Background: an optimization exercise with open tools, aiming at small area. Do not read the settings as production practice. Only simulation tests tie the RTL to the original design; equivalence was not proved. No activity file was given, so power comes from the tool's default toggle rates.

## flow/design.v

```verilog
`timescale 1ns / 1ps
module keypad_scan(
    input clk,
    input rst,
    input [3:0] col,           
    output [3:0] row,          
    output reg [3:0] key_code,
    output key_pulse
);
    reg [1:0] rowi;
    reg [6:0] cnt;
    reg [11:0] deb;
    localparam SCAN_LAST = 7'd125;
    localparam DEB_LAST  = 12'd2500;
    localparam DEB_PULSE = 12'd2501;
    localparam DEB_HELD  = 12'd2502;
    assign row = ~(4'b0001 << rowi);
    wire idle = (deb == 12'd0);
    wire none = (col == 4'b1111);
    assign key_pulse = (deb == DEB_PULSE);
    reg [1:0] c;
    reg one;
    always @(*) begin
        one = 1'b1;
        case (col)
            4'b1110: c = 2'd0;
            4'b1101: c = 2'd1;
            4'b1011: c = 2'd2;
            4'b0111: c = 2'd3;
            default: begin c = 2'd1; one = 1'b0; end
        endcase
    end
    always @(posedge clk or posedge rst) begin
        if (rst) begin
            rowi <= 2'd0;
            cnt <= 7'd0;
            deb <= 12'd0;
        end else begin
            if (idle) begin
                if (cnt == SCAN_LAST) begin
                    cnt <= 7'd0;
                    rowi <= rowi + 2'd1;
                end else
                    cnt <= cnt + 7'd1;
            end
            if (none)
                deb <= 12'd0;
            else if (deb != DEB_HELD)
                deb <= deb + 12'd1;
        end
    end
    always @(posedge clk)
        if (idle && !none)
            key_code <= {one ? rowi : 2'd3, c};
endmodule
`timescale 1ns / 1ps
module digilock(
    input clk,
    input rst,
    input key_pulse,
    input [3:0] key_code,
    output reg led0,
    output reg [2:0] wrong_leds
);
    localparam L0   = 3'd0,
               L1   = 3'd1,
               L2   = 3'd2,
               OUT  = 3'd3,
               UNL  = 3'd4,
               OLD  = 3'd5,
               NEW  = 3'd6,
               CONF = 3'd7;
    localparam LOCKOUT_TIME = 19'd375_000;
    localparam BLINK_HALF   = 17'd62_500;
    reg [2:0] state;
    reg [2:0] dcnt;           
    reg match;                
    reg [15:0] stored;        
    reg [15:0] newp;          
    reg [18:0] tmr;           
    wire is_clear   = (key_code == 4'd3);
    wire is_confirm = (key_code == 4'd7);
    wire is_digit   = !(key_code == 4'd3 || key_code == 4'd7 || key_code == 4'd11 ||
                        key_code == 4'd12 || key_code == 4'd14 || key_code == 4'd15);
    wire locked = (state == L0 || state == L1 || state == L2);
    wire timing = (state == OUT || state == OLD || state == NEW || state == CONF);
    reg [3:0] sdig;
    always @(*)
        case (dcnt[1:0])
            2'd0: sdig = stored[15:12];
            2'd1: sdig = stored[11:8];
            2'd2: sdig = stored[7:4];
            default: sdig = stored[3:0];
        endcase
    wire [3:0] want = (state == CONF) ? newp[15:12] : sdig;
    wire same = (key_code == want);
    wire take = key_pulse && is_digit && !dcnt[2] && state != UNL && state != OUT;
    wire full = dcnt[2];
    always @(posedge clk)
        if (timing)
            tmr <= tmr + 19'd1;
        else
            tmr <= 19'd0;
    wire blink = (tmr[16:0] < BLINK_HALF);
    wire lockout_end = ((tmr & LOCKOUT_TIME) == LOCKOUT_TIME);
    always @(posedge clk)
        if (take) begin
            match <= (dcnt == 3'd0 || match) && same;
            if (state == NEW || state == CONF)
                newp <= {newp[11:0], (state == NEW) ? key_code : newp[15:12]};
        end
    always @(posedge clk or posedge rst) begin
        if (rst) begin
            state <= L0;
            dcnt <= 3'd0;
            stored <= 16'h0124;
        end else if (take) begin
            dcnt <= dcnt + 3'd1;
        end else if (state == OUT) begin
            if (lockout_end)
                state <= L0;
        end else if (key_pulse) begin
            if (locked) begin
                if (is_clear)
                    dcnt <= 3'd0;
                else if (is_confirm && full) begin
                    if (match) begin
                        state <= UNL;
                        dcnt <= 3'd0;
                    end else if (state == L2) begin
                        state <= OUT;
                        dcnt <= 3'd0;
                    end else
                        state <= state + 3'd1;
                end
            end else if (state == UNL) begin
                if (is_confirm)
                    state <= L0;
                else if (is_clear)
                    state <= OLD;
            end else if (is_clear) begin
                state <= L0;
                dcnt <= 3'd0;
            end else if (is_confirm) begin
                if (state == NEW) begin
                    if (full) begin
                        state <= CONF;
                        dcnt <= 3'd0;
                    end
                end else if (full && match) begin
                    state <= (state == OLD) ? NEW : UNL;
                    dcnt <= 3'd0;
                    if (state == CONF)
                        stored <= newp;
                end else begin
                    state <= L0;
                    dcnt <= 3'd0;
                end
            end
        end
    end
    always @(*) begin
        led0 = 1'b0;
        wrong_leds = 3'b000;
        case (state)
            L1:   wrong_leds = 3'b001;
            L2:   wrong_leds = 3'b011;
            OUT:  wrong_leds = {3{blink}};
            UNL:  led0 = 1'b1;
            OLD, NEW, CONF: led0 = blink;
            default: ;
        endcase
    end
endmodule
`timescale 1ns / 1ps
module top(
    input clk,
    input rst,
    input [3:0] col,
    output [3:0] row,
    output led0,
    output [2:0] wrong_leds
);
    wire [3:0] key_code;
    wire key_pulse;
    keypad_scan U1 (
        .clk(clk),
        .rst(rst),
        .col(col),
        .row(row),
        .key_code(key_code),
        .key_pulse(key_pulse)
    );
    digilock U2 (
        .clk(clk),
        .rst(rst),
        .key_pulse(key_pulse),
        .key_code(key_code),
        .led0(led0),
        .wrong_leds(wrong_leds)
    );
endmodule
```

## flow/run.sh

```bash
#!/bin/bash
# synth_recipe.tcl (not shown) runs the flow's synth.tcl, then flattens the netlist and writes it again
# the make line also repeats each setting of config.mk as NAME=value (left out here)
make -C /OpenROAD-flow-scripts/flow DESIGN_CONFIG=/design/flow/config.mk WORK_HOME=/design/flow/orfs CLKGATE_MAP_FILE= SYNTH_SCRIPT=/design/flow/synth_recipe.tcl finish
```

## flow/config.mk

```make
export PLATFORM = sky130hd
export DESIGN_NAME = top
export DESIGN_NICKNAME = top
export VERILOG_FILES = /design/flow/design.v
export SDC_FILE = /design/flow/constraint.sdc
export NUM_CORES = 4
export LEC_CHECK = 0
export ABC_AREA = 1
export CAP_MARGIN = 20
export CORE_MARGIN = 2
export CORE_UTILIZATION = 40
export SLEW_MARGIN = 20
```

## flow/constraint.sdc

```tcl
create_clock -name core_clock -period 10.0 [get_ports {clk}]
set_input_delay 2.0000 -clock core_clock [delete_from_list [all_inputs] [get_ports {clk}]]
set_output_delay 2.0000 -clock core_clock [all_outputs]
set_load 0.01 [all_outputs]
```

==> results by group, run 1 <==
GRT
  • GRT overflow: 0
  • Global-route wire length before repair: 18200 µm
  • Global routing's busiest layer: met2
  • Initial antenna violation count: 0
  • Tot GR Track Use: 0.1798
  • Vias in the first global route: 3784
  • Largest net degree at the start of global routing: 44
  • Met3 GRT Util: 0.05088
  • Grt met1 use: 0.2210
  • GR met2 Demand/Resource: 0.2978

Worst setup path
  • R2R Setup Slk: 7120 ps
  • CP peak stage delay: 530 ps
  • Critical Path Fanout Max: 6
  • Reg2reg start: U2.state[0]$_DFFE_PP0P_
  • CP Cell Sequence: ha_1, ha_1, nand3_1, nand3_1, clkdlybuf4s50_1
  • CP Capture Type: primary output
  • Slowest CP cell: clkdlybuf4s50_1
  • CP required: 8000 ps
  • CP startpoint kind: flop
  • Crit Path Class: reg2out
  • R2R depth: 9
  • WP data arrival: 2040 ps
  • Setup crit start: U2.state[0]$_DFFE_PP0P_
  • Crit path capture: wrong_leds[0]
  • Reg2Reg Capture Point: U2.stored[6]$_DFFE_PP0P_

Power and ir drop
  • Static leakage: 2.353 nW
  • Pwr/cell area: 148.7 mW/mm²
  • Peak supply drop: 126.4 µV

CTS
  • H-Tree Level Count: 3
  • Worst-Skew Late Latency: 340 ps
  • Hold buffers post-CTS: 0
  • Clock Tree Buf Depth: 2
  • CTS tree: built
  • Clock Sinks: 83
  • CTS Root Cell: clkbuf_16
  • CTS Buf Count: 9
  • Post-CTS Setup Inserts: 0
  • CTS-repair resized insts: 0
  • Clk pin slew, worst setup/hold paths: 60 ps

Synthesis
  • Netlist Area Pre-Place: 0.004762 mm²
  • Syn nets: 635
  • Ys Warns: 2
  • Seq/Total Area, Yosys: 0.4390
  • Mapped Cells: 608
  • Syn avg cell area: 7.832 µm²
  • Register bit total from synthesis: 83
  • Synth cell types: 39

Final layout
  • Antenna cells: 0
  • Final net count: 652
  • Most frequent cells in the layout: nand2_1, inv_1, nor2_1
  • Most common cell after layout, fill and taps aside: nand2_1
  • P&R area growth vs syn: 11.01%
  • Post-Layout Cell Count: 773
  • Layout cell share with drive strength beyond 1: 0.1000
  • Post-layout util: 0.4590

STA
  • Slew of the pin with the lowest slew margin: 928.5 ps
  • Tcrit/Tclk final: 0.4042
  • Final setup vio count: 0
  • Skew final: 7.347 ps
  • Smallest setup slack after layout: 5958 ps
  • Setup_tns: 0 ps
  • RSZ-0062 raised after global routing: false
  • F_max: 247.4 MHz
  • Final Hold Viols: 0
  • Hold Slack: 450.3 ps
  • Max transition margin: 0.3803
  • Final min period: 4042 ps
  • Slew Viols, Final: 0

Routing
  • Routed length per instance: 13.80 µm
  • Initial DRT Pass Iterations: 5
  • Post-route DRC violation count: 0
  • Via count: 3957
  • Initial DRC count: 240
  • DR vias/cell: 5.119
  • ANT nets after route: 0
  • Post-Route WL: 10670 µm

Placement
  • Placed insts: 757
  • Dpl hpwl: 7699 µm
  • Gpl congestion: 0.9098
  • Placement-stage worst setup slack: 6283 ps
  • Port Buffers: 13

Floorplanning
  • Initial core utilization: 0.4135
  • Num rows: 39
  • Die W: 113.1 µm
  • Total die area: 0.01279 mm²
  • Die Y: 113.1 µm
  • Core area: 0.01152 mm²
  • Ports: 14

Min path
  • Worst hold-check path type: reg2reg

Run status
  • Outcome: timing/DRC/antenna clean

Flow run
  • Max-Cap Viols: 0
worst min-delay path by stage:
| stage | to | slack (ps) | cells after the start | start |
|---|---|---|---|---|
| 4_1_cts | U2.newp[7]$_DFFE_PP_ | 450 | 0 | U2.newp[3]$_DFFE_PP_ |
| 2_1_floorplan | U2.newp[10]$_DFFE_PP_ | 430 | 0 | U2.newp[6]$_DFFE_PP_ |
| 3_3_place_gp | U2.newp[9]$_DFFE_PP_ | 430 | 0 | U2.newp[5]$_DFFE_PP_ |
| 5_1_grt | U2.newp[9]$_DFFE_PP_ | 450 | 0 | U2.newp[5]$_DFFE_PP_ |
| 6_report | U2.newp[9]$_DFFE_PP_ | 450 | 0 | U2.newp[5]$_DFFE_PP_ |
| 3_5_place_dp | U2.newp[15]$_DFFE_PP_ | 440 | 0 | U2.newp[11]$_DFFE_PP_ |
sequential cells by signal, indices dropped and copies added, names as in the netlist:
signal	count
U1.rowi	2
U2.newp	16
U2.match	1
U1.key_code	4
U1.deb	12
U2.dcnt	3
U2.state	3
U2.stored	16
U1.cnt	7
U2.tmr	19
synthesized netlist by cell type:
cell	n	area, µm²
nand2_1	143	536.8
inv_1	82	307.8
nor2_1	59	221.5
nand3_1	52	260.3
dfrtp_1	40	1001
a21oi_1	31	155.2
o21ai_0	27	135.1
edfxtp_1	21	630.6
ha_1	21	262.8
dfxtp_1	19	380.4
nand2_2	17	106.4
o21ai_2	16	140.1
nor3_1	13	65.06
nand4_1	9	56.30
xor2_1	9	78.83
buf_2	4	20.02
nand3b_1	4	30.03
o211ai_1	4	30.03
o31ai_1	4	30.03
buf_6	3	33.78
dfstp_2	3	78.83
inv_2	3	11.26
nor2_2	3	18.77
xnor2_1	3	26.28
a211oi_1	2	15.01
nor4_1	2	12.51
or2_2	2	12.51
a31oi_1	1	6.260
clkbuf_1	1	3.750
nand2_4	1	11.26
nand3_2	1	10.01
nor3_2	1	10.01
nor3b_1	1	7.510
nor4_2	1	12.51
o21a_1	1	7.510
o21ai_4	1	16.27
o21bai_1	1	7.510
or2_0	1	6.260
or3_1	1	6.260
through the flow:
stage          total power [mW]  area (µm²)
4_1_cts                  0.7958        5285
3_3_place_gp             0.4829        5021
2_1_floorplan            0.4593        4762
6_report                 0.7861        5286
5_1_grt                  0.8262        5286
3_5_place_dp             0.4854        5021
logic make-up after synthesis:
| kind of cell | synth area share |
|---|---|
| XOR/XNOR | 0.02207 |
| flip-flops | 0.4390 |
| AND/OR/NAND/NOR | 0.2906 |
| AO/OA/AOI/OAI | 0.1140 |
| buffers and inverters | 0.07909 |
| adder cells (fa/ha/maj) | 0.05518 |
power breakdown:
group          total, mW  switching (mW)  internal [mW]
Combinational     0.0877          0.0562         0.0315
Clock              0.305           0.132          0.174
Sequential         0.393          0.0273          0.366
Total              0.786           0.215          0.571
worst max-delay path, delay by kind of cell, from the launching register on:
family | cells | cell delay [ps]
buffers and inverters | 1 | 530
DFF | 1 | 440
and+or+nand+nor | 2 | 230
adders and majority gates | 2 | 500
area by class of cell:
class	instances	area, µm²
clock inverters	3	13.76
clock buffers	13	250.2
inverters	85	320.3
well taps	143	178.9
fillers	1117	6230
flip-flops and latches	83	2091
multi-input cells	432	2295
repair buffers	14	137.6
layer usage:
layer	wire length, µm	up-vias
met1	4741	1827
li1	-	2010
met4	279	0
met3	438	21
met2	5206	99
met5	0	-
==> inputs of run 2 (changes only) <==
--- a/flow/design.v
+++ b/flow/design.v
@@ -12,10 +12,9 @@
     reg [11:0] deb;
-    localparam SCAN_LAST = 7'd125;
-    localparam DEB_LAST  = 12'd2500;
-    localparam DEB_PULSE = 12'd2501;
-    localparam DEB_HELD  = 12'd2502;
+    reg held;
+    localparam SCAN_LAST = 7'd32;       
+    localparam DEB_PULSE = 12'd1257;    
     assign row = ~(4'b0001 << rowi);
-    wire idle = (deb == 12'd0);
     wire none = (col == 4'b1111);
-    assign key_pulse = (deb == DEB_PULSE);
+    wire idle = (deb == 12'd0) && !held;
+    assign key_pulse = (deb == DEB_PULSE) && !held;
     reg [1:0] c;
@@ -37,2 +36,3 @@
             deb <= 12'd0;
+            held <= 1'b0;
         end else begin
@@ -43,8 +43,12 @@
                 end else
-                    cnt <= cnt + 7'd1;
+                    cnt <= {cnt[5:0], ~(cnt[6] ^ cnt[5])};
             end
-            if (none)
+            if (none) begin
                 deb <= 12'd0;
-            else if (deb != DEB_HELD)
-                deb <= deb + 12'd1;
+                held <= 1'b0;
+            end else begin
+                deb <= {deb[10:0], ~(deb[11] ^ deb[10] ^ deb[9] ^ deb[3])};
+                if (key_pulse)
+                    held <= 1'b1;
+            end
         end
@@ -78,2 +82,3 @@
     reg [15:0] stored;        
+    reg dflt;                 
     reg [15:0] newp;          
@@ -86,2 +91,3 @@
     wire timing = (state == OUT || state == OLD || state == NEW || state == CONF);
+    wire [15:0] code = dflt ? 16'h0124 : stored;
     reg [3:0] sdig;
@@ -89,6 +95,6 @@
         case (dcnt[1:0])
-            2'd0: sdig = stored[15:12];
-            2'd1: sdig = stored[11:8];
-            2'd2: sdig = stored[7:4];
-            default: sdig = stored[3:0];
+            2'd0: sdig = code[15:12];
+            2'd1: sdig = code[11:8];
+            2'd2: sdig = code[7:4];
+            default: sdig = code[3:0];
         endcase
@@ -105,2 +111,5 @@
     wire lockout_end = ((tmr & LOCKOUT_TIME) == LOCKOUT_TIME);
+    always @(posedge clk)
+        if (key_pulse && is_confirm && state == CONF && full && match)
+            stored <= newp;
     always @(posedge clk)
@@ -115,3 +124,3 @@
             dcnt <= 3'd0;
-            stored <= 16'h0124;
+            dflt <= 1'b1;
         end else if (take) begin
@@ -153,3 +162,3 @@
                     if (state == CONF)
-                        stored <= newp;
+                        dflt <= 1'b0;
                 end else begin
==> results by group, run 2 <==
Run status
  • Outcome: timing/DRC/antenna clean

CTS
  • Clk pin slew, worst setup/hold paths: 80 ps (+20 ps)
  • CTS Buf Count: 9 (unchanged)
  • CTS-repair resized insts: 0 (unchanged)
  • Post-CTS Setup Inserts: 0 (unchanged)
  • Hold buffers post-CTS: 0 (unchanged)
  • H-Tree Level Count: 3 (unchanged)
  • Worst-Skew Late Latency: 360 ps (+20 ps)
  • CTS tree: built
  • Clock Sinks: 85 (+2.4%)
  • Clock Tree Buf Depth: 2 (unchanged)
  • CTS Root Cell: clkbuf_8

Floorplanning
  • Total die area: 0.01152 mm² (-10%)
  • Core area: 0.01032 mm² (-10%)
  • Die Y: 107.3 µm (-5.1%)
  • Num rows: 37 (-5.1%)
  • Initial core utilization: 0.4135 (about the same)
  • Ports: 14 (unchanged)
  • Die W: 107.3 µm (-5.1%)

Placement
  • Dpl hpwl: 6079 µm (-21%)
  • Placement-stage worst setup slack: 6142 ps (-140.6 ps)
  • Port Buffers: 13 (unchanged)
  • Gpl congestion: 0.8378 (-7.9%)

GRT
  • Met3 GRT Util: 0.03511 (-0.01577)
  • Largest net degree at the start of global routing: 30 (-32%)
  • Global-route wire length before repair: 14120 µm (-22%)
  • GR met2 Demand/Resource: 0.2455 (-0.05233)
  • Grt met1 use: 0.2133 (-0.007790)
  • GRT overflow: 0 (unchanged)
  • Vias in the first global route: 2980 (-21%)
  • Global routing's busiest layer: met2
  • Tot GR Track Use: 0.1576 (-0.02218)
  • Initial antenna violation count: 0 (unchanged)

Synthesis
  • Register bit total from synthesis: 85 (+2.4%)
  • Mapped Cells: 491 (-19%)
  • Syn nets: 514 (-19%)
  • EDFF count, synth: 37 (+76%)
  • Synth Flop Type: edfxtp_1
  • Syn avg cell area: 8.695 µm² (+11%)
  • Ys Warns: 2 (unchanged)
  • Largest family of logic cells by synthesized area: simple AND/OR/NAND/NOR gates
  • Simple-gate portion of the synthesized area: 0.2714 (-0.01920)
  • Seq/Total Area, Yosys: 0.5196 (+0.08059)
  • Netlist Area Pre-Place: 0.004269 mm² (-10%)
  • Area leader, netlist: edfxtp_1
  • Mux cell area share after synthesis: 0 (unchanged)
  • Area share of the largest cell type after synthesis: 0.2603 (+0.05006)
  • Synth Area in Adders: 0.04982 (-0.005352)
  • Largest cells by area after synthesis: edfxtp_1, dfrtp_1, dfxtp_1, nand2_1, nor2_1
  • Synth Area in Compound Gates: 0.07503 (-0.03900)
  • Most numerous cell in the Yosys netlist: nand2_1
  • Synth cell types: 39 (unchanged)
  • Xor-xnor portion of the synthesized cell area: 0.01436 (-0.007709)
  • Async SR Flop Fraction: 0.3412 (-0.1769)
  • Synth top cells by count: nand2_1, nor2_1, inv_1

STA
  • Skew final: 13.07 ps (+5.722 ps)
  • Slew of the pin with the lowest slew margin: 783.2 ps (-145.3 ps)
  • RSZ-0062 raised after global routing: false
  • Slew Viols, Final: 0 (unchanged)
  • Final Hold Viols: 0 (unchanged)
  • Final setup vio count: 0 (unchanged)
  • Setup_tns: 0 ps (unchanged)
  • Tcrit/Tclk final: 0.4246 (+0.02043)
  • Smallest setup slack after layout: 5754 ps (-204.3 ps)
  • F_max: 235.5 MHz (-4.8%)
  • Max transition margin: 0.4760 (+0.09566)
  • Final min period: 4246 ps (+204.3 ps)

Final layout
  • Fillers: 1016 (-9.0%)
  • Number of flip-flops in the largest register: 19 (unchanged)
  • Register area: 0.002218 mm² (+6.1%)
  • P&R area growth vs syn: 12.28%
  • Layout cell share with drive strength beyond 1: 0.1038 (+0.003846)
  • Area of the multi-input gates: 0.001758 mm² (-23%)
  • Top reg by flops: U2.tmr
  • Antenna cells: 0 (unchanged)
  • Final net count: 538 (-17%)
  • Most common cell after layout, fill and taps aside: nand2_1
  • Most frequent cells in the layout: nand2_1, nor2_1, inv_1
  • Top flop regs: U2.tmr x19, U2.newp x16, U2.stored x16

Routing
  • ANT nets after route: 0 (unchanged)
  • Routed length per instance: 12.48 µm (-9.5%)
  • Post-route DRC violation count: 0 (unchanged)
  • Initial DRT Pass Iterations: 5 (unchanged)
  • DR vias/cell: 4.791 (-6.4%)
  • Post-Route WL: 8189 µm (-23%)
  • Via count: 3143 (-21%)
  • Initial DRC count: 195 (-19%)

Worst setup path
  • CP Capture Type: primary output
  • Critical Path Fanout Max: 10 (+4)
  • CP required: 8000 ps (about the same)
  • WP data arrival: 2250 ps (+210 ps)
  • Crit Path Class: reg2out
  • CP startpoint kind: flop

Power and ir drop
  • Pwr/cell area: 156.1 mW/mm² (+4.9%)
  • Peak supply drop: 82.46 µV (-35%)
  • Static leakage: 1.971 nW (-16%)
  • Final Power: 0.7480 mW (-4.8%)

Flow run
  • Max-Cap Viols: 0 (unchanged)

Min path
  • Worst hold-check path type: reg2reg
-- run 2: worst max-delay path: stages, from the launching register on --
cell and delay [ps]:
dfrtp_1 410, ha_1 240, ha_1 420, nor2_1 90
inv_1 80, nand3_1 70, nand2_1 60, clkdlybuf4s50_1 520
-- run 2: cell type report --
class / count / area share
flip-flops and latches: 85 / 0.4628
multi-input cells: 329 / 0.3667
inverters: 73 / 0.05717
clock buffers: 13 / 0.03550
well taps: 136 / 0.03550
repair buffers: 17 / 0.03341
clock inverters: 3 / 0.008875
-- run 2: power by group --
part,total [mW],leakage (nW),internal (mW),switching [mW]
logic,0.0852,1.11,0.0314,0.0538
registers,0.408,0.755,0.389,0.0187
clock network,0.255,0.106,0.137,0.117
total,0.748,1.97,0.558,0.190
-- run 2: path summary, 6_finish.rpt --
kind                       slack [ps]                      end                    start  cells past startpoint
setup reg to reg                 7580   U2.stored[8]$_DFFE_PP_  U2.state[1]$_DFFE_PP0P_                      5
max in group asynchronous        7670      U2.dflt$_DFFE_PP1P_                      rst                      3
setup / recovery                 5750                     led0  U2.state[1]$_DFFE_PP0P_                      7
min in group asynchronous        2020  U2.state[2]$_DFFE_PP0P_                      rst                      3
hold reg to reg                   450     U2.newp[5]$_DFFE_PP_     U2.newp[1]$_DFFE_PP_                      0
hold / removal                    450     U2.newp[5]$_DFFE_PP_     U2.newp[1]$_DFFE_PP_                      0
-- run 2: kinds of logic after synthesis --
kind of cell / Yosys count
XOR/XNOR: 7
AO/OA/AOI/OAI: 60
AND/OR/NAND/NOR: 245
buffers and inverters: 77
flip-flops: 85
adder cells (fa/ha/maj): 17
-- run 2: routing by layer --
metal / share of wire / up-vias
met3: 0.036 / 12
met2: 0.45 / 56
met5: 0 / -
met4: 0.017 / 0
met1: 0.50 / 1433
li1: - / 1642
-- run 2: stage by stage --
stage,cell area (µm²),util,std cells,hold slack [ps]
floorplan,4269,-,491,417.5
global placement,4581,0.4437,640,424.3
detailed placement,4581,0.4437,640,433.7
CTS,4793,0.4643,656,453.1
global route,4793,0.4643,656,474.1
finish,4793,0.4643,656,450.9
==> inputs of run 3 (changes only) <==
--- a/flow/config.mk
+++ b/flow/config.mk
@@ -7,3 +7,2 @@
 export LEC_CHECK = 0
-export ABC_AREA = 1
 export CAP_MARGIN = 20
==> results by group, run 3 <==
Run status
  • Outcome: timing/DRC/antenna clean

CTS
  • Clk pin slew, worst setup/hold paths: 80 ps (about the same)
  • H-Tree Level Count: 3 (unchanged)
  • CTS Buf Count: 9 (unchanged)
  • CTS Root Cell: clkbuf_8
  • Clock Tree Buf Depth: 2 (unchanged)
  • Worst-Skew Late Latency: 360 ps (about the same)
  • Clock Sinks: 85 (unchanged)
  • CTS-repair resized insts: 0 (unchanged)
  • CTS tree: built
  • Hold buffers post-CTS: 0 (unchanged)
  • Post-CTS Setup Inserts: 0 (unchanged)

Final layout
  • Final Instance Area: 0.004473 mm² (-6.7%)
  • Top flop regs: U2.tmr x19, U2.newp x16, U2.stored x16
  • Number of flip-flops in the largest register: 19 (unchanged)
  • Top reg by flops: U2.tmr
  • Post-layout util: 0.4597 (-0.004559)
  • Fillers: 925 (-9.0%)
  • Register area: 0.002218 mm² (unchanged)
  • Most frequent cells in the layout: nor2_1, edfxtp_1, dfrtp_1
  • Most common cell after layout, fill and taps aside: nor2_1
  • Area of the multi-input gates: 0.001678 mm² (-4.6%)
  • Final net count: 395 (-27%)
  • Antenna cells: 0 (unchanged)
  • Layout cell share with drive strength beyond 1: 0.1114 (+0.007560)
  • P&R area growth vs syn: 11.68%

GRT
  • Largest net degree at the start of global routing: 30 (unchanged)
  • Initial antenna violation count: 0 (unchanged)
  • GRT overflow: 0 (unchanged)
  • Vias in the first global route: 2554 (-14%)
  • Global-route wire length before repair: 12260 µm (-13%)
  • Tot GR Track Use: 0.1430 (-0.01462)

Routing
  • ANT nets after route: 0 (unchanged)
  • Routed length per instance: 13.92 µm (+12%)
  • DR vias/cell: 5.037 (+5.1%)
  • Post-Route WL: 7101 µm (-13%)
  • Post-route DRC violation count: 0 (unchanged)
  • Initial DRT Pass Iterations: 5 (unchanged)
  • Via count: 2569 (-18%)
  • Initial DRC count: 144 (-26%)

Worst setup path
  • Critical Path Fanout Max: 14 (+4)
  • R2R Setup Slk: 7420 ps (-160 ps)
  • Crit Path Class: reg2out
  • WP data arrival: 2390 ps (+140 ps)
  • Buf+Inv Stages, Crit Path: 2 (unchanged)
  • CP Capture Type: primary output
  • CP required: 8000 ps (about the same)
  • Crit path max-delay family: buffers and inverters
  • Slowest CP cell: dfrtp_1
  • CP startpoint kind: flop
  • CP peak stage delay: 580 ps (+60 ps)
  • CP Cell Sequence: inv_1, ha_1, and2_1, o31a_1, clkdlybuf4s50_1

Synthesis
  • Seq/Total Area, Yosys: 0.5539 (+0.03425)
  • Syn nets: 376 (-27%)
  • Ys Warns: 2 (unchanged)
  • Netlist Area Pre-Place: 0.004005 mm² (-6.2%)
  • Synth Area in Adders: 0.05311 (+0.003284)
  • Mux cell area share after synthesis: 0.04374 (+0.04374)
  • Register bit total from synthesis: 85 (unchanged)
  • Syn avg cell area: 11.35 µm² (+30%)
  • Xor-xnor portion of the synthesized cell area: 0.06342 (+0.04906)
  • Area leader, netlist: edfxtp_1
  • Mapped Cells: 353 (-28%)
  • Synth cell types: 57 (+46%)
  • Largest cells by area after synthesis: edfxtp_1, dfrtp_1, dfxtp_1, ha_1, xor2_1
  • Area share of the largest cell type after synthesis: 0.2774 (+0.01716)
  • Largest family of logic cells by synthesized area: simple AND/OR/NAND/NOR gates
  • EDFF count, synth: 37 (unchanged)
  • Simple-gate portion of the synthesized area: 0.1678 (-0.1036)
  • Synth Flop Type: edfxtp_1
  • Synth top cells by count: nor2_1, edfxtp_1, dfrtp_1
  • Synth Area in Compound Gates: 0.08903 (+0.01401)
  • Most numerous cell in the Yosys netlist: nor2_1
  • Async SR Flop Fraction: 0.3412 (unchanged)

Flow run
  • Max-Cap Viols: 0 (unchanged)

STA
  • Final Hold Viols: 0 (unchanged)
  • Slew Viols, Final: 0 (unchanged)
  • Slew of the pin with the lowest slew margin: 743.6 ps (-39.52 ps)
  • Setup_tns: 0 ps (unchanged)
  • Tcrit/Tclk final: 0.4388 (+0.01418)
  • Final setup vio count: 0 (unchanged)
  • Final min period: 4388 ps (+141.8 ps)
  • F_max: 227.9 MHz (-3.2%)
  • RSZ-0062 raised after global routing: false
  • Skew final: 10.84 ps (-2.224 ps)
  • Smallest setup slack after layout: 5612 ps (-141.8 ps)
  • Hold Slack: 445.4 ps (-5.524 ps)
  • Max transition margin: 0.5037 (+0.02774)

Min path
  • Worst hold-check path type: reg2reg

Floorplanning
  • Core area: 0.009729 mm² (-5.8%)
  • Initial core utilization: 0.4117 (-0.001874)
  • Ports: 14 (unchanged)
  • Num rows: 36 (-2.7%)
  • Total die area: 0.01083 mm² (-6.0%)
  • Die W: 104.1 µm (-3.0%)
  • Die Y: 104.1 µm (-3.0%)

Power and ir drop
  • Static leakage: 1.578 nW (-20%)
  • Peak supply drop: 81.41 µV (-1.3%)
  • Pwr/cell area: 156.7 mW/mm² (+0.42%)

Placement
  • Placed inst area: 0.004290 mm² (-6.3%)
  • Port Buffers: 13 (unchanged)
  • Gpl congestion: 0.8349 (-0.35%)
  • Dpl hpwl: 4892 µm (-20%)
  • Placement-stage worst setup slack: 5993 ps (-148.7 ps)
[run 3: cells by family (layout without fill, tap and decap cells)]
| logic type | Yosys count | in the layout |
|---|---|---|
| adders and majority gates | 17 | 17 |
| muxes | 16 | 16 |
| and+or+nand+nor | 127 | 127 |
| buffers and inverters | 28 | 52 |
| xor gates and xnor gates | 29 | 29 |
| AOI/OAI and AO/OA | 51 | 51 |
| DFF | 85 | 85 |
[run 3: worst reg2reg max path: stages, from the launching register on]
cell and delay, ps:
dfrtp_1 510, ha_1 470, nand2_1 320, nor4_2 320
nor4_1 130, a22oi_1 340, mux2_2 380
[run 3: final timing paths]
check	from	end	cells after the start
max	U2.state[2]$_DFFE_PP0P_	wrong_leds[0]	5
min	U2.newp[6]$_DFFE_PP_	U2.stored[6]$_DFFE_PP_	0
max reg2reg	U2.state[1]$_DFFE_PP0P_	U2.state[1]$_DFFE_PP0P_	6
min reg2reg	U2.newp[6]$_DFFE_PP_	U2.stored[6]$_DFFE_PP_	0
max in group asynchronous	rst	U2.dflt$_DFFE_PP1P_	3
min in group asynchronous	rst	U1.deb[3]$_DFF_PP0_	3
[run 3: routing by layer]
layer / wire length [µm] / GRT usage / part of all wire
met1: 3515 / 0.1953 / 0.50
met2: 3214 / 0.2157 / 0.45
met3: 227 / 0.04073 / 0.032
met4: 144 / 0.05502 / 0.020
met5: 0 / 0 / 0
[run 3: where the power goes]
group	internal (mW)	switching, mW	total, mW
clock	0.116	0.119	0.234
combinational	0.0343	0.0266	0.0608
sequential	0.387	0.0190	0.406
[run 3: area by class of cell]
class / instances / area share
clock buffers: 12 / 0.03021
clock inverters: 4 / 0.01063
inverters: 20 / 0.01678
multi-input cells: 240 / 0.3751
flip-flops and latches: 85 / 0.4959
well taps: 133 / 0.03720
repair buffers: 16 / 0.03413
[run 3: per-stage QoR]
| stage | instances | total power [mW] |
|---|---|---|
| floorplan | 353 | 0.4587 |
| global placement | 494 | 0.4732 |
| detailed placement | 494 | 0.4755 |
| CTS | 510 | 0.7091 |
| global route | 510 | 0.7339 |
| finish | 510 | 0.7010 |
==> inputs of run 4 (changes only) <==
--- a/flow/config.mk
+++ b/flow/config.mk
@@ -9,3 +9,4 @@
 export CORE_MARGIN = 2
-export CORE_UTILIZATION = 40
+export CORE_UTILIZATION = 75
+export PLACE_DENSITY = 0.85
 export SLEW_MARGIN = 20
==> results by group, run 4 <==
Run status
  • Outcome: timing/DRC/antenna clean

Final layout
  • Fillers: 276 (-70%)
  • Area of the multi-input gates: 0.001678 mm² (unchanged)
  • Antenna cells: 0 (unchanged)
  • Register area: 0.002218 mm² (unchanged)
  • Most frequent cells in the layout: nor2_1, edfxtp_1, dfrtp_1
  • Final net count: 395 (unchanged)
  • Post-Layout Cell Count: 447 (-12%)
  • Number of flip-flops in the largest register: 19 (unchanged)
  • Top flop regs: U2.tmr x19, U2.newp x16, U2.stored x16
  • Top reg by flops: U2.tmr
  • Layout cell share with drive strength beyond 1: 0.1220 (+0.01061)
  • P&R area growth vs syn: 9.872%
  • Most common cell after layout, fill and taps aside: nor2_1

Synthesis
  • Syn avg cell area: 11.35 µm² (unchanged)
  • Async SR Flop Fraction: 0.3412 (unchanged)
  • Mapped Cells: 353 (unchanged)
  • Synth cell types: 57 (unchanged)
  • EDFF count, synth: 37 (unchanged)
  • Ys Warns: 2 (unchanged)
  • Area share of the largest cell type after synthesis: 0.2774 (unchanged)
  • Largest cells by area after synthesis: edfxtp_1, dfrtp_1, dfxtp_1, ha_1, xor2_1
  • Syn nets: 376 (unchanged)
  • Netlist Area Pre-Place: 0.004005 mm² (unchanged)
  • Most numerous cell in the Yosys netlist: nor2_1
  • Seq/Total Area, Yosys: 0.5539 (unchanged)
  • Synth top cells by count: nor2_1, edfxtp_1, dfrtp_1
  • Register bit total from synthesis: 85 (unchanged)
  • Area leader, netlist: edfxtp_1
  • Synth Flop Type: edfxtp_1

CTS
  • Hold buffers post-CTS: 0 (unchanged)
  • Worst-Skew Late Latency: 370 ps (about the same)
  • Post-CTS Setup Inserts: 0 (unchanged)
  • Clock Sinks: 85 (unchanged)
  • CTS Buf Count: 9 (unchanged)
  • CTS tree: built
  • Clk pin slew, worst setup/hold paths: 100 ps (+20 ps)
  • CTS-repair resized insts: 0 (unchanged)
  • Clock Tree Buf Depth: 2 (unchanged)
  • H-Tree Level Count: 3 (unchanged)
  • CTS Root Cell: clkbuf_8

GRT
  • Global routing's busiest layer: met2
  • Global-route wire length before repair: 13030 µm (+6.2%)
  • Met3 GRT Util: 0.08235 (+0.04163)
  • GR met2 Demand/Resource: 0.4851 (+0.2694)
  • Tot GR Track Use: 0.2881 (+0.1452)
  • Grt met1 use: 0.3574 (+0.1621)
  • Largest net degree at the start of global routing: 30 (unchanged)
  • Vias in the first global route: 2778 (+8.8%)
  • Initial antenna violation count: 0 (unchanged)
  • GRT overflow: 0 (unchanged)

STA
  • Hold Slack: 459.8 ps (+14.37 ps)
  • Skew final: 12.85 ps (+2.003 ps)
  • Slew of the pin with the lowest slew margin: 763.2 ps (+19.55 ps)
  • RSZ-0062 raised after global routing: false
  • Tcrit/Tclk final: 0.4431 (+0.004291)
  • Max transition margin: 0.4865 (-0.01719)
  • Final min period: 4431 ps (+42.91 ps)
  • Final setup vio count: 0 (unchanged)
  • Final Hold Viols: 0 (unchanged)
  • Slew Viols, Final: 0 (unchanged)
  • F_max: 225.7 MHz (-0.97%)
  • Setup_tns: 0 ps (unchanged)

Power and ir drop
  • Pwr/cell area: 161.2 mW/mm² (+2.8%)
  • Static leakage: 1.586 nW (+0.55%)
  • Final Power: 0.7092 mW (+1.2%)
  • Peak supply drop: 185.4 µV (+130%)

Floorplanning
  • Die W: 77.08 µm (-26%)
  • Core area: 0.005140 mm² (-47%)
  • Total die area: 0.005941 mm² (-45%)
  • Num rows: 26 (-28%)
  • Ports: 14 (unchanged)
  • Initial core utilization: 0.7792 (+0.3676)
  • Die Y: 77.08 µm (-26%)

Placement
  • Gpl congestion: 0.9458 (+13%)
  • Dpl hpwl: 5335 µm (+9.1%)
  • Placed insts: 431 (-13%)
  • Port Buffers: 13 (unchanged)

Worst setup path
  • CP peak stage delay: 580 ps (about the same)
  • CP Cell Sequence: inv_1, ha_1, and2_1, o31a_1, clkdlybuf4s50_1
  • Slowest CP cell: dfrtp_1
  • CP startpoint kind: flop
  • Critical Path Fanout Max: 14 (unchanged)
  • Buf+Inv Stages, Crit Path: 2 (unchanged)
  • WP data arrival: 2430 ps (+40 ps)
  • CP Capture Type: primary output
  • CP required: 8000 ps (about the same)
  • Crit path max-delay family: buffers and inverters
  • Crit Path Class: reg2out

Routing
  • Initial DRT Pass Iterations: 5 (unchanged)
  • Routed length per instance: 17.52 µm (+26%)
  • DR vias/cell: 6.110 (+21%)
  • Post-Route WL: 7830 µm (+10%)
  • ANT nets after route: 0 (unchanged)
  • Post-route DRC violation count: 0 (unchanged)
  • Initial DRC count: 292 (+100%)
  • Via count: 2731 (+6.3%)

Flow run
  • Max-Cap Viols: 0 (unchanged)

Min path
  • Worst hold-check path type: reg2reg
-- run 4: through the flow --
step                      utilization  setup slack (ps)  area (µm²)
after floorplan                     -              6595        4005
after global placement         0.8189              6074        4209
after detailed placement       0.8194              6008        4212
after CTS                      0.8561              5591        4400
after global routing           0.8561              5465        4400
final                          0.8561              5569        4400
-- run 4: kinds of logic (layout without fill, tap and decap cells) --
logic type,count (synthesis),after routing,synth area share
mux,16,16,0.04374
compound gates,51,51,0.08904
fa+ha+maj,17,17,0.05311
buf+inv,28,52,0.02905
xor+xnor,29,29,0.06342
simple gates,127,127,0.1678
flops,85,85,0.5539
-- run 4: worst paths after layout --
check	start	endpoint	slack, ps	cells after the start
worst max register to register	U2.state[1]$_DFFE_PP0P_	U2.state[0]$_DFFE_PP0P_	7380	6
min in group asynchronous	rst	U1.rowi[0]$_DFFE_PP0P_	2000	3
worst min register to register	U2.newp[5]$_DFFE_PP_	U2.stored[5]$_DFFE_PP_	460	0
worst max-delay path	U2.state[2]$_DFFE_PP0P_	wrong_leds[0]	5570	5
max in group asynchronous	rst	U2.dflt$_DFFE_PP1P_	7670	3
worst min-delay path	U2.newp[5]$_DFFE_PP_	U2.stored[5]$_DFFE_PP_	460	0
-- run 4: per-layer routing --
metal / vias to the layer above / part of all wire
met5: - / 0
met4: 0 / 0.018
met3: 18 / 0.053
met2: 96 / 0.51
met1: 1324 / 0.42
li1: 1293 / -
-- run 4: power by group --
group	internal (mW)	switching [mW]
clock network	0.0964	0.137
registers	0.387	0.0222
logic	0.0343	0.0325
-- run 4: final cells by class --
type                    instances  area share
well taps                      70     0.01990
clock inverters                 7     0.01479
inverters                      20     0.01706
multi-input cells             240      0.3813
flip-flops and latches         85      0.5041
repair buffers                 16     0.03469
clock buffers                   9     0.02815
==> inputs of run 5 (changes only) <==
==> flow/flow/run.sh (new file) <==
#!/bin/bash
# Own layout flow: the standard synthesis, then the combinational logic
# between the registers is re-mapped by ABC with an area-oriented script
# (registers are kept as they are: same instances, names and cell types).
# The re-mapped netlist is checked against the standard one by a SAT proof
# with the registers cut; if the check fails, the standard netlist is kept.
# The rest is the standard layout (standard.sh).
set -euo pipefail
W=$(cd "$(dirname "$0")/.." && pwd)
F=$W/flow
cd "$W"
R=$W/orfs/results/$FLOW_PLATFORM/top/base
LIB=$FLOW_HOME/platforms/$FLOW_PLATFORM/lib/sky130_fd_sc_hd__tt_025C_1v80.lib
YOSYS=$(command -v yosys || echo "$FLOW_HOME/../tools/install/yosys/bin/yosys")

bash standard.sh synth > "$W/synth_standard.log" 2>&1
cp "$R/1_2_yosys.v" "$W/std_1_2_yosys.v"

# don't-use cells, as the platform lists them
DU=""
for c in $(sed -n '/DONT_USE_CELLS/,/^$/p' "$FLOW_HOME/platforms/$FLOW_PLATFORM/config.mk" | tr -d '\\' | tr ' ' '\n' | grep '^sky130'); do
  DU="$DU -dont_use $c"
done
FLOPS=$(grep -oE "sky130_fd_sc_hd__(df|edf|sdf|dl)[a-z0-9_]+" "$W/std_1_2_yosys.v" | sort -u | tr '\n' ' ')

cat > "$W/resynth.ys" <<EOY
read_liberty -ignore_miss_func $LIB
blackbox $FLOPS
read_verilog $W/std_1_2_yosys.v
hierarchy -top $FLOW_TOP
flatten
opt_clean -purge
opt -purge
abc -liberty $LIB $DU -script $F/area.abc
read_liberty -lib -overwrite $LIB
splitnets
opt_clean -purge
hilomap -singleton -hicell sky130_fd_sc_hd__conb_1 HI -locell sky130_fd_sc_hd__conb_1 LO
opt_clean -purge
check -assert -mapped
stat -liberty $LIB
write_verilog -noattr -nohex -nodec $W/resynth_1_2_yosys.v
EOY
ok=1
"$YOSYS" -s "$W/resynth.ys" > "$W/resynth.log" 2>&1 || ok=0

if [[ $ok == 1 ]]; then
  # equivalence: registers cut into ports, combinational SAT proof
  python3 "$F/cutff.py" "$W/std_1_2_yosys.v" "$W/eq_gold.v" gold > "$W/cutff.log" 2>&1 || ok=0
  python3 "$F/cutff.py" "$W/resynth_1_2_yosys.v" "$W/eq_gate.v" gate >> "$W/cutff.log" 2>&1 || ok=0
fi
if [[ $ok == 1 ]]; then
  "$YOSYS" -p "read_liberty -ignore_miss_func $LIB; read_verilog $W/eq_gold.v $W/eq_gate.v; hierarchy; flatten; opt_clean; miter -equiv -flatten -make_assert -ignore_gold_x gold gate miter; hierarchy -top miter; sat -verify -prove-asserts -set-init-zero" > "$W/equiv.log" 2>&1 || ok=0
fi
if [[ $ok == 1 ]]; then
  cp "$W/resynth_1_2_yosys.v" "$R/1_2_yosys.v"
  rm -f "$R/1_synth.odb" "$R/1_synth.sdc"
  echo "using the re-mapped netlist" > "$W/resynth_used.txt"
else
  echo "re-mapping failed or not proven; keeping the standard netlist" > "$W/resynth_used.txt"
fi

bash standard.sh > "$W/layout_standard.log" 2>&1
==> flow/flow/area.abc (new file) <==
strash
&get -n
&deepsyn -T 20
&put
dch -f
amap
==> flow/flow/cutff.py (new file) <==
import re,sys
# Replace flop instances by module ports: Q -> input ff_<n>_Q, other pins -> outputs ff_<n>_<pin>
src=open(sys.argv[1]).read()
name=sys.argv[3]
inst_re=re.compile(r'\n\s*(sky130_fd_sc_hd__(?:df|edf|sdf|dl)[a-z0-9_]+)\s+(\\\S+|\S+)\s*\((.*?)\);',re.S)
ins=[];outs=[];assigns=[]
def san(s): return re.sub(r'[^A-Za-z0-9_]','_',s)
def rep(m):
    cell,inst,body=m.group(1),m.group(2),m.group(3)
    key=san(inst)
    for pm in re.finditer(r'\.(\w+)\(([^()]*)\)',body):
        pin,net=pm.group(1),pm.group(2).strip()+' '
        if pin=='CLK': continue
        p=f'ff_{key}_{pin}'
        if pin in ('Q','Q_N'):
            ins.append(p); assigns.append(f'  assign {net} = {p};')
        else:
            outs.append(p); assigns.append(f'  assign {p} = {net};')
    return '\n'
src=inst_re.sub(rep,src)
m=re.search(r'module top\((.*?)\);',src,re.S)
ports=m.group(1).strip()
newports=ports+''.join(', '+p for p in ins+outs)
decl=''.join(f'  input {p};\n' for p in ins)+''.join(f'  output {p};\n' for p in outs)
src=src[:m.start()]+f'module {name}({newports});\n'+decl+src[m.end():]
src=src.replace('endmodule','\n'.join(assigns)+'\nendmodule')
open(sys.argv[2],'w').write(src)
print(len(ins),len(outs),file=sys.stderr)
==> flow/standard.sh (new file) <==
#!/bin/bash
# synth_recipe.tcl (not shown) runs the flow's synth.tcl, then flattens the netlist and writes it again
# the make line also repeats each setting of config.mk as NAME=value (left out here)
make -C /OpenROAD-flow-scripts/flow DESIGN_CONFIG=/design/flow/config.mk WORK_HOME=/design/flow/orfs CLKGATE_MAP_FILE= SYNTH_SCRIPT=/design/flow/synth_recipe.tcl "${@:-finish}"
--- a/flow/config.mk
+++ b/flow/config.mk
@@ -9,4 +9,3 @@
 export CORE_MARGIN = 2
-export CORE_UTILIZATION = 75
-export PLACE_DENSITY = 0.85
+export CORE_UTILIZATION = 40
 export SLEW_MARGIN = 20
removed: flow/run.sh
==> results by group, run 5 <==
STA
  • RSZ-0062 raised after global routing: false
  • Tcrit/Tclk final: 0.4349 (-0.008192)
  • Slew Viols, Final: 0 (unchanged)
  • Final Hold Viols: 0 (unchanged)
  • Final min period: 4349 ps (-81.92 ps)
  • Skew final: 10.88 ps (-1.967 ps)
  • Setup_tns: 0 ps (unchanged)
  • Hold Slack: 434.3 ps (-25.43 ps)
  • Max transition margin: 0.6090 (+0.1225)
  • Final setup vio count: 0 (unchanged)
  • F_max: 230.0 MHz (+1.9%)
  • Slew of the pin with the lowest slew margin: 581.1 ps (-182.1 ps)

CTS
  • Clk pin slew, worst setup/hold paths: 80 ps (-20 ps)
  • H-Tree Level Count: 3 (unchanged)
  • Post-CTS Setup Inserts: 0 (unchanged)
  • CTS Buf Count: 9 (unchanged)
  • CTS-repair resized insts: 0 (unchanged)
  • Clock Tree Buf Depth: 2 (unchanged)
  • CTS Root Cell: clkbuf_8
  • Worst-Skew Late Latency: 350 ps (-20 ps)
  • Clock Sinks: 85 (unchanged)
  • CTS tree: built
  • Hold buffers post-CTS: 0 (unchanged)

Routing
  • DR vias/cell: 5.111 (-16%)
  • Post-route DRC violation count: 0 (unchanged)
  • ANT nets after route: 0 (unchanged)
  • Post-Route WL: 6532 µm (-17%)
  • Initial DRC count: 122 (-58%)
  • Routed length per instance: 13.96 µm (-20%)
  • Initial DRT Pass Iterations: 4 (-1)
  • Via count: 2392 (-12%)

Synthesis
  • Ys Warns: 2 (unchanged)
  • Syn avg cell area: 10.30 µm² (-9.2%)
  • Mapped Cells: 331 (-6.2%)
  • Netlist Area Pre-Place: 0.003408 mm² (-15%)
  • Syn nets: 337 (-10%)

GRT
  • Tot GR Track Use: 0.1620 (-0.1261)
  • GRT overflow: 0 (unchanged)
  • Global-route wire length before repair: 11310 µm (-13%)
  • Initial antenna violation count: 0 (unchanged)
  • Vias in the first global route: 2437 (-12%)
  • Largest net degree at the start of global routing: 30 (unchanged)

Final layout
  • Top reg by flops: U2.tmr
  • Number of flip-flops in the largest register: 19 (unchanged)
  • Most common cell after layout, fill and taps aside: nor2_1
  • P&R area growth vs syn: 14.61%
  • Final net count: 364 (-7.8%)
  • Antenna cells: 0 (unchanged)
  • Most frequent cells in the layout: nor2_1, clkinv_1, edfxtp_1
  • Top flop regs: U2.tmr x19, U2.newp x16, U2.stored x16
  • Layout cell share with drive strength beyond 1: 0.05785 (-0.06416)

Flow run
  • Max-Cap Viols: 0 (unchanged)

Floorplanning
  • Initial core utilization: 0.4127 (-0.3665)
  • Core area: 0.008258 mm² (+61%)
  • Die Y: 96.31 µm (+25%)
  • Die W: 96.31 µm (+25%)
  • Total die area: 0.009275 mm² (+56%)
  • Num rows: 33 (+27%)
  • Ports: 14 (unchanged)

Placement
  • Port Buffers: 13 (unchanged)
  • Dpl hpwl: 4619 µm (-13%)
  • Gpl congestion: 0.7982 (-16%)

Worst setup path
  • CP Capture Type: primary output
  • WP data arrival: 2350 ps (-80 ps)
  • CP startpoint kind: flop
  • Crit Path Class: reg2out
  • CP required: 8000 ps (about the same)
  • Critical Path Fanout Max: 4 (-10)

Run status
  • Outcome: timing/DRC/antenna clean

Power and ir drop
  • Static leakage: 1.360 nW (-14%)
  • Peak supply drop: 134.5 µV (-27%)
  • Pwr/cell area: 184.9 mW/mm² (+15%)

Min path
  • Worst hold-check path type: reg2reg
run 5: path summary, 6_finish.rpt:
kind	start	to	slack, ps	depth (start not counted)
worst min-delay path	U2.tmr[0]$_SDFF_PN0_	U2.tmr[0]$_SDFF_PN0_	430	1
worst max register to register	U2.tmr[2]$_SDFF_PN0_	U2.tmr[18]$_SDFF_PN0_	7380	14
max in group asynchronous	rst	U2.dflt$_DFFE_PP1P_	7660	2
worst min register to register	U2.tmr[0]$_SDFF_PN0_	U2.tmr[0]$_SDFF_PN0_	430	1
worst max-delay path	U2.state[1]$_DFFE_PP0P_	wrong_leds[0]	5650	9
min in group asynchronous	rst	U1.cnt[6]$_DFFE_PP0P_	1970	2
run 5: cell type report:
cell class | instances | area, µm²
clock buffer | 14 | 196.4
clock inverter | 2 | 11.26
multi-input combinational | 204 | 1037
timing repair buffer | 16 | 152.6
tap | 105 | 131.4
sequential | 85 | 2218
fill | 786 | 4352
inverter | 42 | 158.9
run 5: per-stage QoR:
| stage | area (µm²) | util | power (mW) | setup slack [ps] | cells |
|---|---|---|---|---|---|
| floorplan | 3408 | - | 0.4640 | 6543 | 331 |
| global placement | 3697 | 0.4477 | 0.4817 | 6082 | 452 |
| detailed placement | 3699 | 0.4479 | 0.4832 | 6030 | 452 |
| CTS | 3906 | 0.4730 | 0.7322 | 5632 | 468 |
| global route | 3906 | 0.4730 | 0.7596 | 5332 | 468 |
| finish | 3906 | 0.4730 | 0.7223 | 5651 | 468 |
run 5: where the power goes:
group          switching (mW)  total (mW)  internal (mW)
Sequential             0.0203       0.413          0.393
Clock                   0.119       0.248          0.128
Combinational          0.0329      0.0617         0.0288
Total                   0.172       0.722          0.550
run 5: critical path, stage by stage, from the launching register on:
cell and delay, ps:
dfrtp_1 380, clkinv_1 150, nor2_1 220, clkinv_1 120
nor2_1 150, clkinv_1 120, nor2_1 150, nor2_1 70
nor2_1 90, clkdlybuf4s50_1 550
run 5: layer usage:
| metal | track usage | share of wire | up-vias | wire, µm |
|---|---|---|---|---|
| li1 | - | - | 1232 | - |
| met1 | 0.2045 | 0.49 | 1129 | 3182 |
| met4 | 0.06925 | 0.018 | 0 | 115 |
| met5 | 0 | 0 | - | 0 |
| met2 | 0.2616 | 0.47 | 21 | 3077 |
| met3 | 0.04464 | 0.024 | 10 | 156 |
==> inputs of run 6 (changes only) <==
--- a/flow/flow/run.sh
+++ b/flow/flow/run.sh
@@ -62,2 +62,4 @@
 
+export BUFFER_PORTS_ARGS="-buffer_cell sky130_fd_sc_hd__buf_1"
+export CTS_ARGS="-sink_clustering_enable -repair_clock_nets -dont_use_dummy_load"
 bash standard.sh > "$W/layout_standard.log" 2>&1
==> results by group, run 6 <==
Run status
  • Outcome: timing/DRC/antenna clean

Final layout
  • Post-Layout Cell Count: 462 (-1.3%)
  • Most common cell after layout, fill and taps aside: nor2_1
  • Number of flip-flops in the largest register: 19 (unchanged)
  • Register area: 0.002218 mm² (unchanged)
  • Area of the multi-input gates: 0.001037 mm² (unchanged)
  • Final Instance Area: 0.003767 mm² (-3.6%)
  • Most frequent cells in the layout: nor2_1, clkinv_1, edfxtp_1
  • Fillers: 785 (-0.13%)
  • Top flop regs: U2.tmr x19, U2.newp x16, U2.stored x16
  • Post-layout util: 0.4562 (-0.01682)
  • P&R area growth vs syn: 10.54%
  • Antenna cells: 0 (unchanged)
  • Layout cell share with drive strength beyond 1: 0.04202 (-0.01583)
  • Top reg by flops: U2.tmr
  • Final net count: 365 (+0.27%)

Placement
  • Dpl hpwl: 4536 µm (-1.8%)
  • Port Buffers: 13 (unchanged)
  • Gpl congestion: 0.8218 (+3.0%)
  • Placement-stage worst setup slack: 6419 ps (+388.8 ps)
  • Placed inst area: 0.003643 mm² (-1.5%)
  • Placed insts: 453 (+0.22%)

Min path
  • Worst hold-check path type: reg2reg

STA
  • Final setup vio count: 0 (unchanged)
  • Max transition margin: 0.6237 (+0.01466)
  • Smallest setup slack after layout: 6054 ps (+403.3 ps)
  • Setup_tns: 0 ps (unchanged)
  • F_max: 253.5 MHz (+10%)
  • Slew Viols, Final: 0 (unchanged)
  • Hold Slack: 425.1 ps (-9.268 ps)
  • RSZ-0062 raised after global routing: false
  • Skew final: 26.83 ps (+15.95 ps)
  • Final Hold Viols: 0 (unchanged)
  • Final min period: 3946 ps (-403.3 ps)
  • Tcrit/Tclk final: 0.3946 (-0.04033)
  • Slew of the pin with the lowest slew margin: 559.3 ps (-21.79 ps)

Synthesis
  • Syn avg cell area: 10.30 µm² (unchanged)
  • Netlist Area Pre-Place: 0.003408 mm² (unchanged)
  • Ys Warns: 2 (unchanged)
  • Syn nets: 337 (unchanged)
  • Mapped Cells: 331 (unchanged)

CTS
  • Clock Tree Buf Depth: 2 (unchanged)
  • CTS-repair resized insts: 0 (unchanged)
  • H-Tree Level Count: 3 (unchanged)
  • Hold buffers post-CTS: 0 (unchanged)
  • CTS tree: built
  • Post-CTS Setup Inserts: 0 (unchanged)
  • Worst-Skew Late Latency: 350 ps (about the same)
  • CTS Root Cell: clkbuf_8
  • Clock Sinks: 85 (unchanged)
  • CTS Buf Count: 9 (unchanged)
  • Clk pin slew, worst setup/hold paths: 80 ps (about the same)

Floorplanning
  • Initial core utilization: 0.4127 (unchanged)
  • Die Y: 96.31 µm (unchanged)
  • Total die area: 0.009275 mm² (unchanged)
  • Num rows: 33 (unchanged)
  • Die W: 96.31 µm (unchanged)
  • Core area: 0.008258 mm² (unchanged)
  • Ports: 14 (unchanged)

Worst setup path
  • WP data arrival: 1950 ps (-400 ps)
  • Buf+Inv Stages, Crit Path: 4 (unchanged)
  • Crit Path Class: reg2out
  • CP startpoint kind: flop
  • CP required: 8000 ps (about the same)
  • Slowest CP cell: dfrtp_1
  • Critical Path Fanout Max: 4 (unchanged)
  • R2R Setup Slk: 7420 ps (+40 ps)
  • CP Capture Type: primary output
  • CP peak stage delay: 390 ps (-160 ps)
  • Most frequent CP cell: nor2_1
  • CP Cell Sequence: clkinv_1, nor2_1, clkinv_1, nor2_1, clkinv_1, nor2_1, nor2_1, nor2_1, buf_1
  • Crit path max-delay family: simple AND/OR/NAND/NOR gates

Routing
  • DR vias/cell: 5.154 (+0.83%)
  • Via count: 2381 (-0.46%)
  • Routed length per instance: 13.60 µm (-2.5%)
  • Post-route DRC violation count: 0 (unchanged)
  • Post-Route WL: 6284 µm (-3.8%)
  • ANT nets after route: 0 (unchanged)
  • Initial DRC count: 101 (-17%)
  • Initial DRT Pass Iterations: 4 (unchanged)

GRT
  • Global-route wire length before repair: 10710 µm (-5.3%)
  • Largest net degree at the start of global routing: 21 (-30%)
  • Initial antenna violation count: 0 (unchanged)
  • Vias in the first global route: 2245 (-7.9%)
  • GRT overflow: 0 (unchanged)
  • Tot GR Track Use: 0.1540 (-0.008057)

Power and ir drop
  • Peak supply drop: 109.2 µV (-19%)
  • Static leakage: 1.290 nW (-5.1%)
  • Final Power: 0.6569 mW (-9.1%)
  • Pwr/cell area: 174.4 mW/mm² (-5.7%)

Flow run
  • Max-Cap Viols: 0 (unchanged)
run 6: per-layer routing:
layer	up-vias	GRT usage	share of wire
met5	-	0	0
li1	1229	-	-
met4	0	0.05869	0.013
met1	1096	0.2070	0.49
met3	7	0.04542	0.039
met2	49	0.2355	0.45
run 6: path summary, 6_finish.rpt:
| kind | start | to | cells past startpoint |
|---|---|---|---|
| worst max-delay path | U2.state[1]$_DFFE_PP0P_ | wrong_leds[1] | 9 |
| worst min-delay path | U2.newp[4]$_DFFE_PP_ | U2.newp[8]$_DFFE_PP_ | 0 |
| worst max register to register | U2.tmr[2]$_SDFF_PN0_ | U2.tmr[18]$_SDFF_PN0_ | 14 |
| worst min register to register | U2.newp[4]$_DFFE_PP_ | U2.newp[8]$_DFFE_PP_ | 0 |
| max in group asynchronous | rst | U1.deb[7]$_DFF_PP0_ | 3 |
| min in group asynchronous | rst | U1.rowi[1]$_DFFE_PP0P_ | 2 |
run 6: cell type report:
type | instances | share of cell area
repair buffers | 17 | 0.02624
multi-input cells | 204 | 0.2753
inverters | 42 | 0.04185
flip-flops and latches | 85 | 0.5888
clock buffers | 9 | 0.03288
well taps | 105 | 0.03487
run 6: power by group:
group          switching [mW]  internal (mW)  total [mW]
clock network           0.101         0.0805       0.181
logic                  0.0348         0.0280      0.0628
registers              0.0198          0.393       0.413
==> inputs of run 7 (changes only) <==
--- a/flow/flow/run.sh
+++ b/flow/flow/run.sh
@@ -63,3 +63,3 @@
 export BUFFER_PORTS_ARGS="-buffer_cell sky130_fd_sc_hd__buf_1"
-export CTS_ARGS="-sink_clustering_enable -repair_clock_nets -dont_use_dummy_load"
+export CTS_ARGS="-sink_clustering_enable -repair_clock_nets -dont_use_dummy_load -buf_list sky130_fd_sc_hd__clkbuf_16 -sink_clustering_size 100 -sink_clustering_max_diameter 500"
 bash standard.sh > "$W/layout_standard.log" 2>&1
==> results by group, run 7 <==
Run status
  • Outcome: timing/DRC/antenna clean

GRT
  • GRT overflow: 0 (unchanged)
  • Vias in the first global route: 2267 (+0.98%)
  • Tot GR Track Use: 0.1556 (+0.001666)
  • Global-route wire length before repair: 10760 µm (+0.52%)
  • Initial antenna violation count: 0 (unchanged)
  • Largest net degree at the start of global routing: 21 (unchanged)

Final layout
  • Layout cell share with drive strength beyond 1: 0.04202 (unchanged)
  • Register area: 0.002218 mm² (unchanged)
  • Fillers: 780 (-0.64%)
  • Most common cell after layout, fill and taps aside: nor2_1
  • Antenna cells: 0 (unchanged)
  • Most frequent cells in the layout: nor2_1, clkinv_1, edfxtp_1
  • Top reg by flops: U2.tmr
  • Top flop regs: U2.tmr x19, U2.newp x16, U2.stored x16
  • Final net count: 365 (unchanged)
  • Area of the multi-input gates: 0.001037 mm² (unchanged)
  • Number of flip-flops in the largest register: 19 (unchanged)
  • P&R area growth vs syn: 13.51%

Worst setup path
  • Critical Path Fanout Max: 4 (unchanged)
  • Reg2reg start: U2.tmr[2]$_SDFF_PN0_
  • R2R depth: 14 (unchanged)
  • CP required: 8000 ps (about the same)
  • R2R Setup Slk: 7440 ps (+20 ps)
  • Crit Path Class: reg2out
  • WP data arrival: 1940 ps (about the same)
  • CP Capture Type: primary output
  • CP startpoint kind: flop
  • Reg2Reg Capture Point: U2.tmr[18]$_SDFF_PN0_

Routing
  • ANT nets after route: 0 (unchanged)
  • Initial DRT Pass Iterations: 4 (unchanged)
  • DR vias/cell: 5.184 (+0.59%)
  • Via count: 2395 (+0.59%)
  • Post-Route WL: 6272 µm (-0.19%)
  • Routed length per instance: 13.58 µm (-0.19%)
  • Post-route DRC violation count: 0 (unchanged)
  • Initial DRC count: 106 (+5.0%)

STA
  • Final Hold Viols: 0 (unchanged)
  • Tcrit/Tclk final: 0.3939 (-0.0006640)
  • Slew Viols, Final: 0 (unchanged)
  • Slew of the pin with the lowest slew margin: 551.6 ps (-7.701 ps)
  • Final setup vio count: 0 (unchanged)
  • Skew final: 17.71 ps (-9.119 ps)
  • Final min period: 3939 ps (-6.640 ps)
  • F_max: 253.9 MHz (+0.17%)
  • Hold Slack: 430.2 ps (+5.103 ps)
  • RSZ-0062 raised after global routing: false
  • Max transition margin: 0.6289 (+0.005182)
  • Setup_tns: 0 ps (unchanged)

Min path
  • Hold Path Cell Cnt: 0 (unchanged)
  • Worst hold-check path type: reg2reg
  • Hold wc startpoint: U2.newp[4]$_DFFE_PP_
  • Worst Hold End: U2.newp[8]$_DFFE_PP_

CTS
  • Clk pin slew, worst setup/hold paths: 60 ps (-20 ps)
  • Worst-Skew Late Latency: 340 ps (about the same)
  • CTS tree: built
  • CTS-repair resized insts: 0 (unchanged)
  • Post-CTS Setup Inserts: 0 (unchanged)
  • CTS Buf Count: 9 (unchanged)
  • Clock Tree Buf Depth: 2 (unchanged)
  • Clock Sinks: 85 (unchanged)
  • Hold buffers post-CTS: 0 (unchanged)
  • CTS Root Cell: clkbuf_16
  • H-Tree Level Count: 3 (unchanged)

Placement
  • Gpl congestion: 0.8218 (unchanged)
  • Dpl hpwl: 4536 µm (unchanged)
  • Port Buffers: 13 (unchanged)

Floorplanning
  • Initial core utilization: 0.4127 (unchanged)
  • Num rows: 33 (unchanged)
  • Core area: 0.008258 mm² (unchanged)
  • Ports: 14 (unchanged)
  • Die W: 96.31 µm (unchanged)
  • Total die area: 0.009275 mm² (unchanged)
  • Die Y: 96.31 µm (unchanged)

Synthesis
  • Syn avg cell area: 10.30 µm² (unchanged)
  • Ys Warns: 2 (unchanged)
  • Mapped Cells: 331 (unchanged)
  • Netlist Area Pre-Place: 0.003408 mm² (unchanged)
  • Syn nets: 337 (unchanged)

Power and ir drop
  • Static leakage: 1.336 nW (+3.6%)
  • Peak supply drop: 139.4 µV (+28%)
  • Pwr/cell area: 192.7 mW/mm² (+10%)

Flow run
  • Max-Cap Viols: 0 (unchanged)
==> run 7: changes by cell type in the layout (fill, tap and decap cells not counted) <==
cell / change
clkbuf_16: +9
clkbuf_8: -9
==> run 7: layout make-up <==
type | instances | area share
Clock buffer | 9 | 0.05821
Sequential cell | 85 | 0.5734
Multi-Input combinational cell | 204 | 0.2681
Inverter | 42 | 0.04075
Tap cell | 105 | 0.03396
Timing Repair Buffer | 17 | 0.02555
==> run 7: how the worst max path moves through the flow <==
stage / depth (start not counted) / from / slack, ps / end
floorplan: 8 / U2.tmr[2]$_SDFF_PN0_ / 6540 / wrong_leds[0]
global placement: 9 / U2.tmr[2]$_SDFF_PN0_ / 6470 / wrong_leds[1]
detailed placement: 9 / U2.state[1]$_DFFE_PP0P_ / 6420 / wrong_leds[1]
CTS: 9 / U2.state[1]$_DFFE_PP0P_ / 6060 / wrong_leds[1]
global route: 9 / U2.state[1]$_DFFE_PP0P_ / 5810 / wrong_leds[1]
finish: 9 / U2.state[1]$_DFFE_PP0P_ / 6060 / wrong_leds[1]
==> run 7: worst max-delay path: stages, from the launching register on <==
cell and delay, ps:
dfrtp_1 380, clkinv_1 150, nor2_1 210, clkinv_1 120, nor2_1 160, clkinv_1 120, nor2_1 150, nor2_1 70
nor2_1 100, buf_1 160
==> run 7: metrics by stage <==
| stage | utilization | power [mW] | area [µm²] | worst slack [ps] | instances |
|---|---|---|---|---|---|
| after floorplan | - | 0.4640 | 3408 | 6543 | 331 |
| after global placement | 0.4379 | 0.4790 | 3616 | 6469 | 452 |
| after detailed placement | 0.4412 | 0.4823 | 3643 | 6419 | 453 |
| after CTS | 0.4685 | 0.7545 | 3869 | 6060 | 462 |
| after global routing | 0.4685 | 0.7818 | 3869 | 5814 | 462 |
| final | 0.4685 | 0.7454 | 3869 | 6061 | 462 |
==> run 7: power breakdown <==
group	switching [mW]	internal [mW]	total (mW)
registers	0.0198	0.394	0.413
clock network	0.112	0.158	0.269
logic	0.0346	0.0280	0.0626
total	0.166	0.579	0.745
==> run 7: metal layers <==
metal	track usage	routed length (µm)	up-vias
li1	-	-	1228
met4	0.05869	89	0
met2	0.2350	2858	32
met5	0	0	-
met3	0.05247	193	10
met1	0.2080	3132	1125

==> what the ideal ports hide <==
The flow's constraints put no driver on any port. The routed layouts listed below were extracted and timed again, unchanged, in two steps. Step 1: set_driving_cell puts a clkbuf_16 on clk and a buf_2 on each other input, an assumption about the parent block. Step 2 times the ports against the registers' clock, not the clock port: input delays grow and output delays shrink by t, the midpoint of the rising clock arrivals with the driver on. Slacks: no drivers / after step 1 / after step 2; pairs: no drivers / after step 1.
| run | t (ns) | slack for setup (ns) | worst setup path after step 2 | latest minus earliest clock arrival (ns) |
|---|---|---|---|---|
| run 1 | 0.378 | 5.958 / 5.919 / 6.249 | input to register | 0.007 / 0.007 |
| run 2 | 0.383 | 5.754 / 5.721 / 6.104 | register to output | 0.013 / 0.014 |
| run 3 | 0.385 | 5.612 / 5.580 / 5.965 | register to output | 0.011 / 0.011 |
| run 4 | 0.398 | 5.569 / 5.539 / 5.937 | register to output | 0.013 / 0.013 |
| run 5 | 0.381 | 5.651 / 5.620 / 6.000 | register to output | 0.011 / 0.011 |
| run 6 | 0.367 | 6.054 / 6.024 / 6.391 | register to output | 0.027 / 0.027 |
| run 7 | 0.361 | 6.061 / 6.028 / 6.389 | register to output | 0.018 / 0.018 |
After both steps setup and hold are still met in every run listed.
